Context: an optimization exercise on an open-source flow, tuned for small area and a short achievable clock period. The choices shown serve that exercise and are no tape-out recipe.
Where RTL was checked, it was by simulation tests only, not by an equivalence proof against the original.
No activity file was given, so power comes from the tool's default toggle rates.

v16:
Design mul_pipe, start of the top module:
module mul_pipe(
	input [15:0] numA59,
	input [15:0] numB59,
	input clk_59,
	input reset_59,
	output reg [15:0] Acc_result_59
);
Size: about 130 flip-flops, roughly 50 I/O pins, ~6200 um2 of cells after synthesis.
clock: 5.0 ns
lec_check: 0
cap_margin: 20
core_margin: 2
core_utilization: 60
cts_buf_list: sky130_fd_sc_hd__clkbuf_4 sky130_fd_sc_hd__clkbuf_8
cts_cluster_diameter: 60
cts_cluster_size: 30
setup_slack_margin: 3.0
slew_margin: 20
standard.sh (not shown) runs the stock make flow with config.mk's settings and CLKGATE_MAP_FILE= SYNTH_SCRIPT=/design/flow/synth_recipe.tcl, a recipe that flattens the netlist after the stock synthesis.
==> flow/flow/run.sh <==
#!/bin/bash
# Standard ORFS layout, with plain buffers (instead of the default delay-style
# buffer) on the input and output ports.
set -euo pipefail
export BUFFER_PORTS_ARGS="-buffer_cell sky130_fd_sc_hd__buf_1"
bash standard.sh synth > synth.log 2>&1
bash standard.sh > layout.log 2>&1
v16 finished all stages; the layout is clean.
[inputs] v11 vs v16
-- flow/design.v --
<<< v16, line 235
wire s203 = t3[42] ^ t3[43];
wire c204 = t3[42] & t3[43];
wire [14:5] sl3 = {1'b0, c186, c184, c182, c180, c178, c176, c174, c172, t3[2]} + {1'b0, s187, s185, s183, s181, s179, s177, s175, s173, s171};
wire [21:14] xh3 = {c202, c200, c198, c196, c194, c192, c190, c188};
wire [21:14] yh3 = {s203, s201, s199, s197, s195, s193, s191, s189};
reg [13:10] pl4; reg cs4; reg [21:14] g4, p4; reg z4, s4; reg [4:0] e4;
always @(posedge clk_59) begin
	z4 <= z3; s4 <= s3; e4 <= e3; pl4 <= sl3[13:10]; cs4 <= sl3[14];
	g4 <= xh3 & yh3; p4 <= xh3 ^ yh3;
end
wire kg0_1 = g4[15] | (p4[15] & g4[14]);
wire kp0_1 = p4[15] & p4[14];
wire kg0_2 = g4[16] | (p4[16] & g4[15]);
wire kp0_2 = p4[16] & p4[15];
wire kg0_3 = g4[17] | (p4[17] & g4[16]);
wire kp0_3 = p4[17] & p4[16];
wire kg0_4 = g4[18] | (p4[18] & g4[17]);
wire kp0_4 = p4[18] & p4[17];
wire kg0_5 = g4[19] | (p4[19] & g4[18]);
wire kp0_5 = p4[19] & p4[18];
wire kg0_6 = g4[20] | (p4[20] & g4[19]);
wire kp0_6 = p4[20] & p4[19];
wire kg0_7 = g4[21] | (p4[21] & g4[20]);
wire kp0_7 = p4[21] & p4[20];
wire kg1_2 = kg0_2 | (kp0_2 & g4[14]);
wire kp1_2 = kp0_2 & p4[14];
wire kg1_3 = kg0_3 | (kp0_3 & kg0_1);
wire kp1_3 = kp0_3 & kp0_1;
>>> v11, line 235
wire s203 = t3[42] ^ t3[43];
wire c204 = t3[42] & t3[43];
wire [16:5] sl3 = {1'b0, c190, c188, c186, c184, c182, c180, c178, c176, c174, c172, t3[2]} + {1'b0, s191, s189, s187, s185, s183, s181, s179, s177, s175, s173, s171};
wire [21:16] xh3 = {c202, c200, c198, c196, c194, c192};
wire [21:16] yh3 = {s203, s201, s199, s197, s195, s193};
reg [15:10] pl4; reg cs4; reg [21:16] g4, p4; reg z4, s4; reg [4:0] e4;
always @(posedge clk_59) begin
	z4 <= z3; s4 <= s3; e4 <= e3; pl4 <= sl3[15:10]; cs4 <= sl3[16];
	g4 <= xh3 & yh3; p4 <= xh3 ^ yh3;
end
wire kg0_1 = g4[17] | (p4[17] & g4[16]);
wire kp0_1 = p4[17] & p4[16];
wire kg0_2 = g4[18] | (p4[18] & g4[17]);
wire kp0_2 = p4[18] & p4[17];
wire kg0_3 = g4[19] | (p4[19] & g4[18]);
wire kp0_3 = p4[19] & p4[18];
wire kg0_4 = g4[20] | (p4[20] & g4[19]);
wire kp0_4 = p4[20] & p4[19];
wire kg0_5 = g4[21] | (p4[21] & g4[20]);
wire kp0_5 = p4[21] & p4[20];
wire kg1_2 = kg0_2 | (kp0_2 & g4[16]);
wire kp1_2 = kp0_2 & p4[16];
wire kg1_3 = kg0_3 | (kp0_3 & kg0_1);
wire kp1_3 = kp0_3 & kp0_1;
<<< v16, line 265
wire kg1_5 = kg0_5 | (kp0_5 & kg0_3);
wire kp1_5 = kp0_5 & kp0_3;
wire kg1_6 = kg0_6 | (kp0_6 & kg0_4);
wire kp1_6 = kp0_6 & kp0_4;
wire kg1_7 = kg0_7 | (kp0_7 & kg0_5);
wire kp1_7 = kp0_7 & kp0_5;
wire kg2_4 = kg1_4 | (kp1_4 & g4[14]);
wire kp2_4 = kp1_4 & p4[14];
wire kg2_5 = kg1_5 | (kp1_5 & kg0_1);
wire kp2_5 = kp1_5 & kp0_1;
wire kg2_6 = kg1_6 | (kp1_6 & kg1_2);
wire kp2_6 = kp1_6 & kp1_2;
wire kg2_7 = kg1_7 | (kp1_7 & kg1_3);
wire kp2_7 = kp1_7 & kp1_3;
wire hc0 = g4[14] | (p4[14] & cs4);
wire hc1 = kg0_1 | (kp0_1 & cs4);
wire hc2 = kg1_2 | (kp1_2 & cs4);
>>> v11, line 261
wire kg1_5 = kg0_5 | (kp0_5 & kg0_3);
wire kp1_5 = kp0_5 & kp0_3;
wire kg2_4 = kg1_4 | (kp1_4 & g4[16]);
wire kp2_4 = kp1_4 & p4[16];
wire kg2_5 = kg1_5 | (kp1_5 & kg0_1);
wire kp2_5 = kp1_5 & kp0_1;
wire hc0 = g4[16] | (p4[16] & cs4);
wire hc1 = kg0_1 | (kp0_1 & cs4);
wire hc2 = kg1_2 | (kp1_2 & cs4);
<<< v16, line 283
wire hc4 = kg2_4 | (kp2_4 & cs4);
wire hc5 = kg2_5 | (kp2_5 & cs4);
wire hc6 = kg2_6 | (kp2_6 & cs4);
wire hc7 = kg2_7 | (kp2_7 & cs4);
wire [21:14] ph4 = {p4[21] ^ hc6, p4[20] ^ hc5, p4[19] ^ hc4, p4[18] ^ hc3, p4[17] ^ hc2, p4[16] ^ hc1, p4[15] ^ hc0, p4[14] ^ cs4};
wire [21:10] q4 = {ph4, pl4};
wire [9:0] m4 = q4[21] ? q4[20:11] : q4[19:10];
>>> v11, line 271
wire hc4 = kg2_4 | (kp2_4 & cs4);
wire hc5 = kg2_5 | (kp2_5 & cs4);
wire [21:16] ph4 = {p4[21] ^ hc4, p4[20] ^ hc3, p4[19] ^ hc2, p4[18] ^ hc1, p4[17] ^ hc0, p4[16] ^ cs4};
wire [21:10] q4 = {ph4, pl4};
wire [9:0] m4 = q4[21] ? q4[20:11] : q4[19:10];
Findings:
v11 does better than v16 on total number of vias. v16 has lower non-clock buffer count than v11. In v11, total die area is higher than in v16. Delta (v11 minus v16): count of clock-buffer cells in the layout moved up, multi-input combinational area share grew by 1.2 points, post-synthesis to final-layout area growth lower, worst-path maximum fanout down 9. Higher clock skew among v16 and v11: v16. Compared with v16, v11 shows a higher wire length on met2. Summary of the comparison: power is higher in v11, relative to v16.
The RTL of v11 was laid out without a check of its function.

========
Another version of the RTL of mul_pipe (not shown whole).
For scale: roughly 560 cells after synthesis, ~130 flip-flops, about 50 I/O pins, about 6200 µm² of cells after synthesis.
==> flow/design.v (excerpt) <==
module mul_pipe(
	input [15:0] numA59,
	input [15:0] numB59,
	input clk_59,
	input reset_59,
	output reg [15:0] Acc_result_59
);
wire z1 = (numA59 == 16'h0000) | (numB59 == 16'h0000);
wire s1 = numA59[15] ^ numB59[15];
wire [4:0] e1 = numA59[14:10] + numB59[14:10] + 5'd17;
wire [10:0] bb = {1'b1, numB59[9:0]};
wire [4:0] one1, two1, neg1;
genvar gi;
generate for (gi = 0; gi < 5; gi = gi + 1) begin : benc
	wire b0 = (gi == 0) ? 1'b0 : bb[2*gi-1];
	wire b1 = bb[2*gi];
	wire b2 = bb[2*gi+1];
	assign one1[gi] = b1 ^ b0;
	assign two1[gi] = (b2 & ~b1 & ~b0) | (~b2 & b1 & b0);
	assign neg1[gi] = b2 & ~(b1 & b0);
end endgenerate
reg z2, s2; reg [4:0] e2; reg [9:0] ma2; reg [4:0] one2, two2, neg2; reg b9_2;
always @(posedge clk_59) begin
	z2 <= z1; s2 <= s1; e2 <= e1; ma2 <= numA59[9:0];
	one2 <= one1; two2 <= two1; neg2 <= neg1; b9_2 <= numB59[9];
end
wire pp1 = ((one2[0] & ma2[0])) ^ neg2[0];
wire pp2 = ((one2[0] & ma2[1]) | (two2[0] & ma2[0])) ^ neg2[0];
wire pp3 = ((one2[0] & ma2[2]) | (two2[0] & ma2[1])) ^ neg2[0];
  ...
clock: 5.0 ns
lec_check: 0
cap_margin: 20
core_margin: 2
core_utilization: 60
cts_buf_list: sky130_fd_sc_hd__clkbuf_4 sky130_fd_sc_hd__clkbuf_8
cts_cluster_diameter: 60
cts_cluster_size: 30
setup_slack_margin: 3.0
slew_margin: 20
run.sh (not shown) runs the stock make flow with config.mk's settings and CLKGATE_MAP_FILE= SYNTH_SCRIPT=/design/flow/synth_recipe.tcl, a recipe that flattens the netlist after the stock synthesis.
Stock flow here: none of the scripts above is used.
Next try:
--- a/flow/design.v
+++ b/flow/design.v
@@ -230,22 +230,25 @@
 wire c198 = t3[36] & t3[37];
 wire s199 = t3[38] ^ t3[39];
 wire c200 = t3[38] & t3[39];
 wire s201 = t3[40] ^ t3[41];
 wire c202 = t3[40] & t3[41];
 wire s203 = t3[42] ^ t3[43];
 wire c204 = t3[42] & t3[43];
-wire [16:5] sl3 = {1'b0, c190, c188, c186, c184, c182, c180, c178, c176, c174, c172, t3[2]} + {1'b0, s191, s189, s187, s185, s183, s181, s179, s177, s175, s173, s171};
-reg [15:10] pl4; reg cs4; reg [21:16] xh4, yh4; reg z4, s4; reg [4:0] e4;
-always @(posedge clk_59) begin
-	z4 <= z3; s4 <= s3; e4 <= e3; pl4 <= sl3[15:10]; cs4 <= sl3[16];
-	xh4 <= {c202, c200, c198, c196, c194, c192}; yh4 <= {s203, s201, s199, s197, s195, s193};
-end
-wire [6:0] ph4c = {xh4, cs4} + {yh4, cs4};
-wire [21:16] ph4 = ph4c[6:1];
+wire [14:5] sl3 = {1'b0, c186, c184, c182, c180, c178, c176, c174, c172, t3[2]} + {1'b0, s187, s185, s183, s181, s179, s177, s175, s173, s171};
+wire [21:14] xh3 = {c202, c200, c198, c196, c194, c192, c190, c188};
+wire [21:14] yh3 = {s203, s201, s199, s197, s195, s193, s191, s189};
+wire [21:14] h0 = xh3 + yh3;
+wire [21:14] h1 = xh3 + yh3 + 1'b1;
+reg [13:10] pl4; reg cs4; reg [21:14] h04, h14; reg z4, s4; reg [4:0] e4;
+always @(posedge clk_59) begin
+	z4 <= z3; s4 <= s3; e4 <= e3; pl4 <= sl3[13:10]; cs4 <= sl3[14];
+	h04 <= h0; h14 <= h1;
+end
+wire [21:14] ph4 = cs4 ? h14 : h04;
 wire [21:10] q4 = {ph4, pl4};
 wire [9:0] m4 = q4[21] ? q4[20:11] : q4[19:10];
 wire [4:0] e4p = e4 + 5'd1;
 wire [4:0] x4 = q4[21] ? e4p : e4;
 always @(posedge clk_59) begin
 	Acc_result_59 <= z4 ? 16'h0000 : {s4, x4, m4};
 end
=> The changed run passed the timing, DRC and antenna checks; sequential power goes up by a few percent; area after synthesis goes up by a few percent; via count goes down slightly; routed wire length goes down slightly; total power goes up by about a fifth; non-clock buffer count goes up by 2; setup slack got worse by 0.48 ns; die area goes up by a few percent; design area goes up by a few percent; cell count stays flat; clock power goes up by a few percent.
The RTL of the second run of this note was laid out without a check of its function.

========
== the previous run ==
mul_pipe, a different RTL version from the one above (not shown whole).
Size in the first run: ~560 cells after synthesis, about 130 flip-flops.
==> flow/design.v (excerpt) <==
module mul_pipe(
	input [15:0] numA59,
	input [15:0] numB59,
	input clk_59,
	input reset_59,
	output reg [15:0] Acc_result_59
);
make LEC_CHECK=0 CAP_MARGIN=20 CORE_MARGIN=2 CORE_UTILIZATION=40 SETUP_SLACK_MARGIN=3.0 SLEW_MARGIN=20 finish   # period 5.0 ns
#### Input delta (the current run over the previous run)
-- flow/design.v --
<<< the previous run, line 235
wire s203 = t3[42] ^ t3[43];
wire c204 = t3[42] & t3[43];
wire [16:5] sl3 = {1'b0, c190, c188, c186, c184, c182, c180, c178, c176, c174, c172, t3[2]} + {1'b0, s191, s189, s187, s185, s183, s181, s179, s177, s175, s173, s171};
reg [15:10] pl4; reg cs4; reg [21:16] xh4, yh4; reg z4, s4; reg [4:0] e4;
always @(posedge clk_59) begin
	z4 <= z3; s4 <= s3; e4 <= e3; pl4 <= sl3[15:10]; cs4 <= sl3[16];
	xh4 <= {c202, c200, c198, c196, c194, c192}; yh4 <= {s203, s201, s199, s197, s195, s193};
end
wire [21:16] ph4 = xh4 + yh4 + cs4;
wire [21:10] q4 = {ph4, pl4};
wire [9:0] m4 = q4[21] ? q4[20:11] : q4[19:10];
>>> the current run, line 235
wire s203 = t3[42] ^ t3[43];
wire c204 = t3[42] & t3[43];
wire [14:5] sl3 = {1'b0, c186, c184, c182, c180, c178, c176, c174, c172, t3[2]} + {1'b0, s187, s185, s183, s181, s179, s177, s175, s173, s171};
reg [13:10] pl4; reg cs4; reg [21:14] xh4, yh4; reg z4, s4; reg [4:0] e4;
always @(posedge clk_59) begin
	z4 <= z3; s4 <= s3; e4 <= e3; pl4 <= sl3[13:10]; cs4 <= sl3[14];
	xh4 <= {c202, c200, c198, c196, c194, c192, c190, c188}; yh4 <= {s203, s201, s199, s197, s195, s193, s191, s189};
end
wire [21:14] ph4 = xh4 + yh4 + cs4;
wire [21:10] q4 = {ph4, pl4};
wire [9:0] m4 = q4[21] ? q4[20:11] : q4[19:10];
## What came out
- Delta (the current run minus the previous run): number of vias after detailed routing lost about 5%, count of flip-flops and latches picked up an extra 2.
- On latest clock arrival within the worst-skew pair, the previous run and the current run are basically level.
- The current run: height of the chip is 1.6% higher than what the previous run reported.
- Compared with the previous run, in the current run setup slack of the critical path after layout grew by 0.14 ns, area growth from synthesis to layout shrank by 2.4 points, minimum period implied by the final worst setup slack shrank by 0.14 ns, sequential share of layout area held steady.
- The current run: compound-gate portion of the synthesized area is 2.9 points lower than what the previous run reported.
- Number of gates on the worst path with buffers counted for the current run: 1 up relative to the previous run
No run of this note included a check of the RTL's function; only the layout flow was run.

========
Setup of v6:
mul_pipe with an RTL version that a note above also has.
For scale: ~560 cells after synthesis, roughly 130 flip-flops, ~50 I/O pins.
export LEC_CHECK = 0
export CAP_MARGIN = 20
export CORE_MARGIN = 2
export CORE_UTILIZATION = 70
export CTS_BUF_LIST = sky130_fd_sc_hd__clkbuf_4 sky130_fd_sc_hd__clkbuf_8
export CTS_CLUSTER_DIAMETER = 60
export CTS_CLUSTER_SIZE = 30
export PLACE_DENSITY = 0.75
export SETUP_SLACK_MARGIN = 3.0
export SLEW_MARGIN = 20
export TNS_END_PERCENT = 0
create_clock -name core_clock -period 5.0 [get_ports {clk_59}]
standard.sh (not shown) runs the stock make flow with config.mk's settings and CLKGATE_MAP_FILE= SYNTH_SCRIPT=/design/flow/synth_recipe.tcl, a recipe that flattens the netlist after the stock synthesis.
Scripts as last shown in full above: flow/flow/run.sh
> inputs changed (v6 -> v7)
diff --git a/flow/design.v b/flow/design.v
--- a/flow/design.v
+++ b/flow/design.v
@@ -14,13 +14,13 @@
 generate for (gi = 0; gi < 5; gi = gi + 1) begin : benc
 	wire b0 = (gi == 0) ? 1'b0 : bb[2*gi-1];
 	wire b1 = bb[2*gi];
 	wire b2 = bb[2*gi+1];
 	assign one1[gi] = b1 ^ b0;
 	assign two1[gi] = (b2 & ~b1 & ~b0) | (~b2 & b1 & b0);
-	assign neg1[gi] = b2 & ~(b1 & b0);
+	assign neg1[gi] = b2;   
 end endgenerate
 reg z2, s2; reg [4:0] e2; reg [9:0] ma2; reg [4:0] one2, two2, neg2; reg b9_2;
 always @(posedge clk_59) begin
 	z2 <= z1; s2 <= s1; e2 <= e1; ma2 <= numA59[9:0];
 	one2 <= one1; two2 <= two1; neg2 <= neg1; b9_2 <= numB59[9];
 end
Findings:
Reported for v6 and v7, clock tree buffer count of the final layout turned out identical to the last digit.
v7 ends up with a final cell area excluding filler cells that is 1.4% lower than in v6.
In the flow results for v6 and v7, the global-route wire length before repair is smaller on v6.
Xor-xnor portion of the synthesized cell area was higher in v7 than in v6.
Port buffer count: v7 vs v6 identical
Looking at total routing resource utilization after global routing, v7 sits above v6.
Relative to v6, power density over the cells has increased by 16 nW/µm² in v7.
v7: synthesized area 1.4% below v6
On v7: fmax is about 4.5% lower than what v6 gave.
Function not checked in v7: the RTL went through the layout flow alone.

re-timing with driven ports:
The results above use ideal ports. As a check the final layouts listed here were re-extracted and re-timed, cells and wires unchanged. Step 1 (the two cells are an assumption about what drives the block):
set clk [get_ports {clk_59}]
set_driving_cell -lib_cell sky130_fd_sc_hd__clkbuf_16 $clk
set_driving_cell -lib_cell sky130_fd_sc_hd__buf_2 [delete_from_list [all_inputs] $clk]
Step 2 also shifts input and output timing later by t, the mid clock arrival at the registers, as if the neighbouring blocks saw the same clock. a / b / c = no drivers / after step 1 / after step 2; a / b = the first two.
run | shift t [ns] | setup slack, ns | hold slack, ns | latest minus earliest clock arrival (ns) | worst slew at a driven data input, ns
v16 | 0.477 | 3.025 / 3.025 / 2.732 | 0.324 / 0.324 / 0.324 | 0.018 / 0.019 | 0.03
v11 | 0.468 | 2.787 / 2.787 / 2.731 | 0.327 / 0.327 / 0.327 | 0.011 / 0.011 | 0.03
the first run of note 2 | 0.467 | 2.959 / 2.959 / 2.550 | 0.329 / 0.329 / 0.329 | 0.014 / 0.014 | 0.04
the second run of note 2 | 0.465 | 2.476 / 2.476 / 2.476 | 0.328 / 0.328 / 0.328 | 0.011 / 0.011 | 0.03
the previous run | 0.451 | 2.742 / 2.742 / 2.588 | 0.324 / 0.324 / 0.324 | 0.006 / 0.006 | 0.04
the current run | 0.451 | 2.878 / 2.878 / 2.583 | 0.323 / 0.323 / 0.323 | 0.011 / 0.011 | 0.05
v6 | 0.448 | 2.952 / 2.952 / 2.758 | 0.328 / 0.328 / 0.328 | 0.012 / 0.012 | 0.03
v7 | 0.464 | 2.855 / 2.855 / 2.777 | 0.325 / 0.325 / 0.325 | 0.015 / 0.015 | 0.03
After both steps every run listed still meets setup and hold. For the first run of note 2, which loses most, drivers alone change the setup slack by 0.000 ns; drivers and shift together by -0.409 ns.
